What follows belongs to an exercise in optimizing a design on an open flow for small area and a short achievable clock period; a production flow would make more cautious choices.
At most, simulation tests tie the RTL to the original design; equivalence was not proved.
The flow treats the clock pin as an ideal source. Dropping or thinning the clock tree relies on that and would not hold on a real chip.

Setup of the reference run:
==> module lightpipe_recv, before the edit <==
module lightpipe_recv(
    input mclk,
    input rst,
    input adat,
    output reg wclk,
    output reg [23:0] word0,
    output reg [23:0] word1,
    output reg [23:0] word2,
    output reg [23:0] word3,
    output reg [23:0] word4,
    output reg [23:0] word5,
    output reg [23:0] word6,
    output reg [23:0] word7,
    output reg [3:0] user
);
reg reset_d, reset_dd;
reg in_d, in_dd, in_ddd;
reg transition;      
reg [5:0] accum;
reg dbit;
wire strobe = accum[1] & accum[0];
always @(posedge mclk) begin
    reset_d <= ~rst;
    reset_dd <= reset_d;
end
always @(posedge mclk)
    if (reset_dd) {in_d, in_dd, in_ddd, transition} <= 4'b0;
    else {in_d, in_dd, in_ddd, transition} <= {adat, in_d, in_dd, in_dd ^ in_ddd};
always @(posedge mclk)
    if (reset_dd || transition) accum <= 6'd0;
    else accum <= accum + 6'd1;
always @(posedge mclk)
    if (reset_dd) dbit <= 1'b0;
    else if (transition) dbit <= 1'b1;
    else if (accum == 6'd4) dbit <= 1'b0;
reg [7:0] framebit;
reg nloss_d;
reg [29:1] sr;
wire stb_next = ~reset_dd & ~transition & accum[1] & ~accum[0];
wire loss_s = accum[5];
wire resync = strobe & ~loss_s & ~nloss_d;
wire [23:0] oword = {sr[29:26], sr[24:21], sr[19:16], sr[14:11], sr[9:6], sr[4:1]};
always @(posedge mclk)
    if (!rst) nloss_d <= 1'b1;
    else if (strobe) nloss_d <= ~loss_s;
always @(posedge mclk)
    if (!rst) framebit <= 8'd0;
    else if (resync) framebit <= 8'd252;
    else if (strobe) framebit <= framebit + 8'd1;
reg at0, at128;
reg [7:0] ldw;
wire ld_pre = stb_next & (loss_s | nloss_d);
wire [7:0] ldw_pre = {
    ld_pre & (framebit == 8'd240), ld_pre & (framebit == 8'd210),
    ld_pre & (framebit == 8'd180), ld_pre & (framebit == 8'd150),
    ld_pre & (framebit == 8'd120), ld_pre & (framebit == 8'd90),
    ld_pre & (framebit == 8'd60),  ld_pre & (framebit == 8'd30)};
wire [7:0] ldw_d;
wire at128_d, fb0_or_reset;
gate_and #(9) u_ldw (.a({ldw_pre, stb_next & (framebit == 8'd128)}), .b({9{rst}}), .y({ldw_d, at128_d}));
orn #(1) u_at0 (.a(framebit == 8'd0), .b_n(rst), .y(fb0_or_reset));
always @(posedge mclk) begin
    at0 <= stb_next & fb0_or_reset;
    at128 <= at128_d;
    ldw <= ldw_d;
end
wire ls, hs;
loadhold u_shs (.sel(strobe), .en(rst), .load(ls), .hold(hs));
wire [29:1] sr_d;
ao22 #(29) u_sr (.a({29{ls}}), .b({dbit, sr[29:2]}), .c({29{hs}}), .d(sr), .y(sr_d));
always @(posedge mclk) sr <= sr_d;
wire lu, hu;
loadhold u_suser (.sel(at0), .en(rst), .load(lu), .hold(hu));
wire [3:0] user_d;
ao22 #(4) u_user (.a({4{lu}}), .b(sr[29:26]), .c({4{hu}}), .d(user), .y(user_d));
always @(posedge mclk) user <= user_d;
always @(posedge mclk)
    if (!rst) wclk <= 1'b0;
    else if (at0) wclk <= 1'b1;
    else if (at128) wclk <= 1'b0;
wire [7:0] L, L1, H;
loadhold #(8) u_sw (.sel(ldw), .en({8{rst}}), .load(L), .hold(H));
orn #(8) u_sw1 (.a(ldw), .b_n({8{rst}}), .y(L1));
wire [7:0] o1_lo;
orn #(8) u_o1 (.a(oword[7:0]), .b_n({8{rst}}), .y(o1_lo));
wire [23:0] o1 = {oword[23:8], o1_lo};
wire [23:0] d0, d1, d2, d3, d4, d5, d6, d7;
ao22 #(24) u_w0 (.a({24{L[0]}}), .b(oword), .c({24{H[0]}}), .d(word0), .y(d0));
ao22 #(24) u_w1 (.a({{16{L[1]}}, {8{L1[1]}}}), .b(o1), .c({24{H[1]}}), .d(word1), .y(d1));
ao22 #(24) u_w2 (.a({24{L[2]}}), .b(oword), .c({24{H[2]}}), .d(word2), .y(d2));
ao22 #(24) u_w3 (.a({{16{L[3]}}, {8{L1[3]}}}), .b(o1), .c({24{H[3]}}), .d(word3), .y(d3));
ao22 #(24) u_w4 (.a({24{L[4]}}), .b(oword), .c({24{H[4]}}), .d(word4), .y(d4));
ao22 #(24) u_w5 (.a({{16{L[5]}}, {8{L1[5]}}}), .b(o1), .c({24{H[5]}}), .d(word5), .y(d5));
ao22 #(24) u_w6 (.a({24{L[6]}}), .b(oword), .c({24{H[6]}}), .d(word6), .y(d6));
ao22 #(24) u_w7 (.a({{16{L[7]}}, {8{L1[7]}}}), .b(o1), .c({24{H[7]}}), .d(word7), .y(d7));
always @(posedge mclk) begin
    word0 <= d0; word1 <= d1; word2 <= d2; word3 <= d3;
    word4 <= d4; word5 <= d5; word6 <= d6; word7 <= d7;
end
endmodule
==> module gate_and, before the edit <==
module gate_and #(parameter W = 1) (
    input [W-1:0] a,
    input [W-1:0] b,
    output [W-1:0] y
);
assign y = a & b;
endmodule
Settings: LEC_CHECK=0, CAP_MARGIN=20, CORE_MARGIN=2, CORE_UTILIZATION=55, PLACE_DENSITY=0.7, SETUP_SLACK_MARGIN=1.5, SLEW_MARGIN=20, SYNTH_HIERARCHICAL=1; clock period 3.0 ns.
standard.sh (not shown) runs the stock make flow with config.mk's settings and CLKGATE_MAP_FILE= SYNTH_SCRIPT=/design/flow/synth_recipe.tcl, a recipe that flattens the netlist after the stock synthesis.
==> flow/flow/run.sh <==
#!/bin/bash
# Standard synthesis and layout (standard.sh), except: the ports are buffered
# by the smallest buffer, and the clock tree is a two-level tree built by
# flow/cts.tcl (settings in flow/cts.env).
set -euo pipefail
HERE=$(pwd)
export BUFFER_PORTS_ARGS="-buffer_cell sky130_fd_sc_hd__buf_1"
export PRE_CTS_TCL=$HERE/flow/cts.tcl
export CLOCK_PORT=mclk
source $HERE/flow/cts.env
bash standard.sh > make.log 2>&1
Other scripts of this flow, unchanged in this note and not shown: flow/flow/cts.env, flow/flow/cts.tcl
Edits applied to the flow inputs when going from the reference run to the trial run:
--- a/flow/design.v
+++ b/flow/design.v
@@ -15,8 +15,8 @@
 );
 reg reset_d, reset_dd;
-reg in_d, in_dd, in_ddd;
-reg transition;      
+reg in_d, in_dd, in_ddd, in_dddd;
 reg [5:0] accum;
 reg dbit;
+wire transition = in_dddd ^ in_ddd;
 wire strobe = accum[1] & accum[0];
 always @(posedge mclk) begin
@@ -25,6 +25,6 @@
 end
 always @(posedge mclk)
-    if (reset_dd) {in_d, in_dd, in_ddd, transition} <= 4'b0;
-    else {in_d, in_dd, in_ddd, transition} <= {adat, in_d, in_dd, in_dd ^ in_ddd};
+    if (reset_dd) {in_d, in_dd, in_ddd, in_dddd} <= 4'b0;
+    else {in_d, in_dd, in_ddd, in_dddd} <= {adat, in_d, in_dd, in_ddd};
 always @(posedge mclk)
     if (reset_dd || transition) accum <= 6'd0;
@@ -50,18 +50,16 @@
 reg at0, at128;
 reg [7:0] ldw;
-wire ld_pre = stb_next & (loss_s | nloss_d);
-wire [7:0] ldw_pre = {
-    ld_pre & (framebit == 8'd240), ld_pre & (framebit == 8'd210),
-    ld_pre & (framebit == 8'd180), ld_pre & (framebit == 8'd150),
-    ld_pre & (framebit == 8'd120), ld_pre & (framebit == 8'd90),
-    ld_pre & (framebit == 8'd60),  ld_pre & (framebit == 8'd30)};
-wire [7:0] ldw_d;
-wire at128_d, fb0_or_reset;
-gate_and #(9) u_ldw (.a({ldw_pre, stb_next & (framebit == 8'd128)}), .b({9{rst}}), .y({ldw_d, at128_d}));
-orn #(1) u_at0 (.a(framebit == 8'd0), .b_n(rst), .y(fb0_or_reset));
+wire ld_next = rst & stb_next & (loss_s | nloss_d);
 always @(posedge mclk) begin
-    at0 <= stb_next & fb0_or_reset;
-    at128 <= at128_d;
-    ldw <= ldw_d;
+    at0 <= stb_next & (~rst | (framebit == 8'd0));
+    at128 <= rst & stb_next & (framebit == 8'd128);
+    ldw[0] <= ld_next & (framebit == 8'd30);
+    ldw[1] <= ld_next & (framebit == 8'd60);
+    ldw[2] <= ld_next & (framebit == 8'd90);
+    ldw[3] <= ld_next & (framebit == 8'd120);
+    ldw[4] <= ld_next & (framebit == 8'd150);
+    ldw[5] <= ld_next & (framebit == 8'd180);
+    ldw[6] <= ld_next & (framebit == 8'd210);
+    ldw[7] <= ld_next & (framebit == 8'd240);
 end
 wire ls, hs;
@@ -124,9 +122,2 @@
 assign y = a | ~b_n;
 endmodule
-module gate_and #(parameter W = 1) (
-    input [W-1:0] a,
-    input [W-1:0] b,
-    output [W-1:0] y
-);
-assign y = a & b;
-endmodule
==> summary.txt <==
- Between the trial run and the reference run, it is the trial run whose HPWL reported at the end of detailed placement is higher, by 190 um.
- Going from the reference run to the trial run, growth of design area from synthesis to finish climbed 0.47 points, detailed-routing iteration count for the pre-antenna-repair pass barely changed, worst hold slack barely changed, final cell count dropped 9.
- The trial run ended up with sky130_fd_sc_hd__or4_1 as its slowest library cell on the worst path; the reference run ended up with sky130_fd_sc_hd__dfxtp_1.
No functional check of the RTL was part of the trial run. No run of this note takes its clock network from TritonCTS; it comes from the design's own scripts or RTL.

[afterwards: timing with drivers on the ports]
In the flow no input, the clock included, has a driving cell. The finished layouts below were timed again as built, in two steps.
Step 1: set_driving_cell puts a clkbuf_16 on mclk and a buf_2 on each other input, an assumption about the parent block.
Step 2 moves the port delays by t, midway between the first and last clock arrival at a register: inputs arrive t later, outputs are due t later. That takes back most of the time a late clock gives input paths.
Slacks: ideal / step 1 / step 2; pairs: ideal / step 1.
run | shift t [ns] | setup slack, ns | worst setup path at the end | clock arrival spread, ns | pins driven straight from the clock port
the reference run | 0.384 | 1.533 / 1.447 / 1.248 | input to register | 0.040 / 0.040 | 4
the trial run | 0.394 | 1.495 / 1.448 / 1.213 | input to register | 0.062 / 0.061 | 4
After both steps every run listed still meets setup and hold. The setup slack of the reference run, which loses most, moves by -0.086 ns with the drivers and by -0.285 ns with both steps.
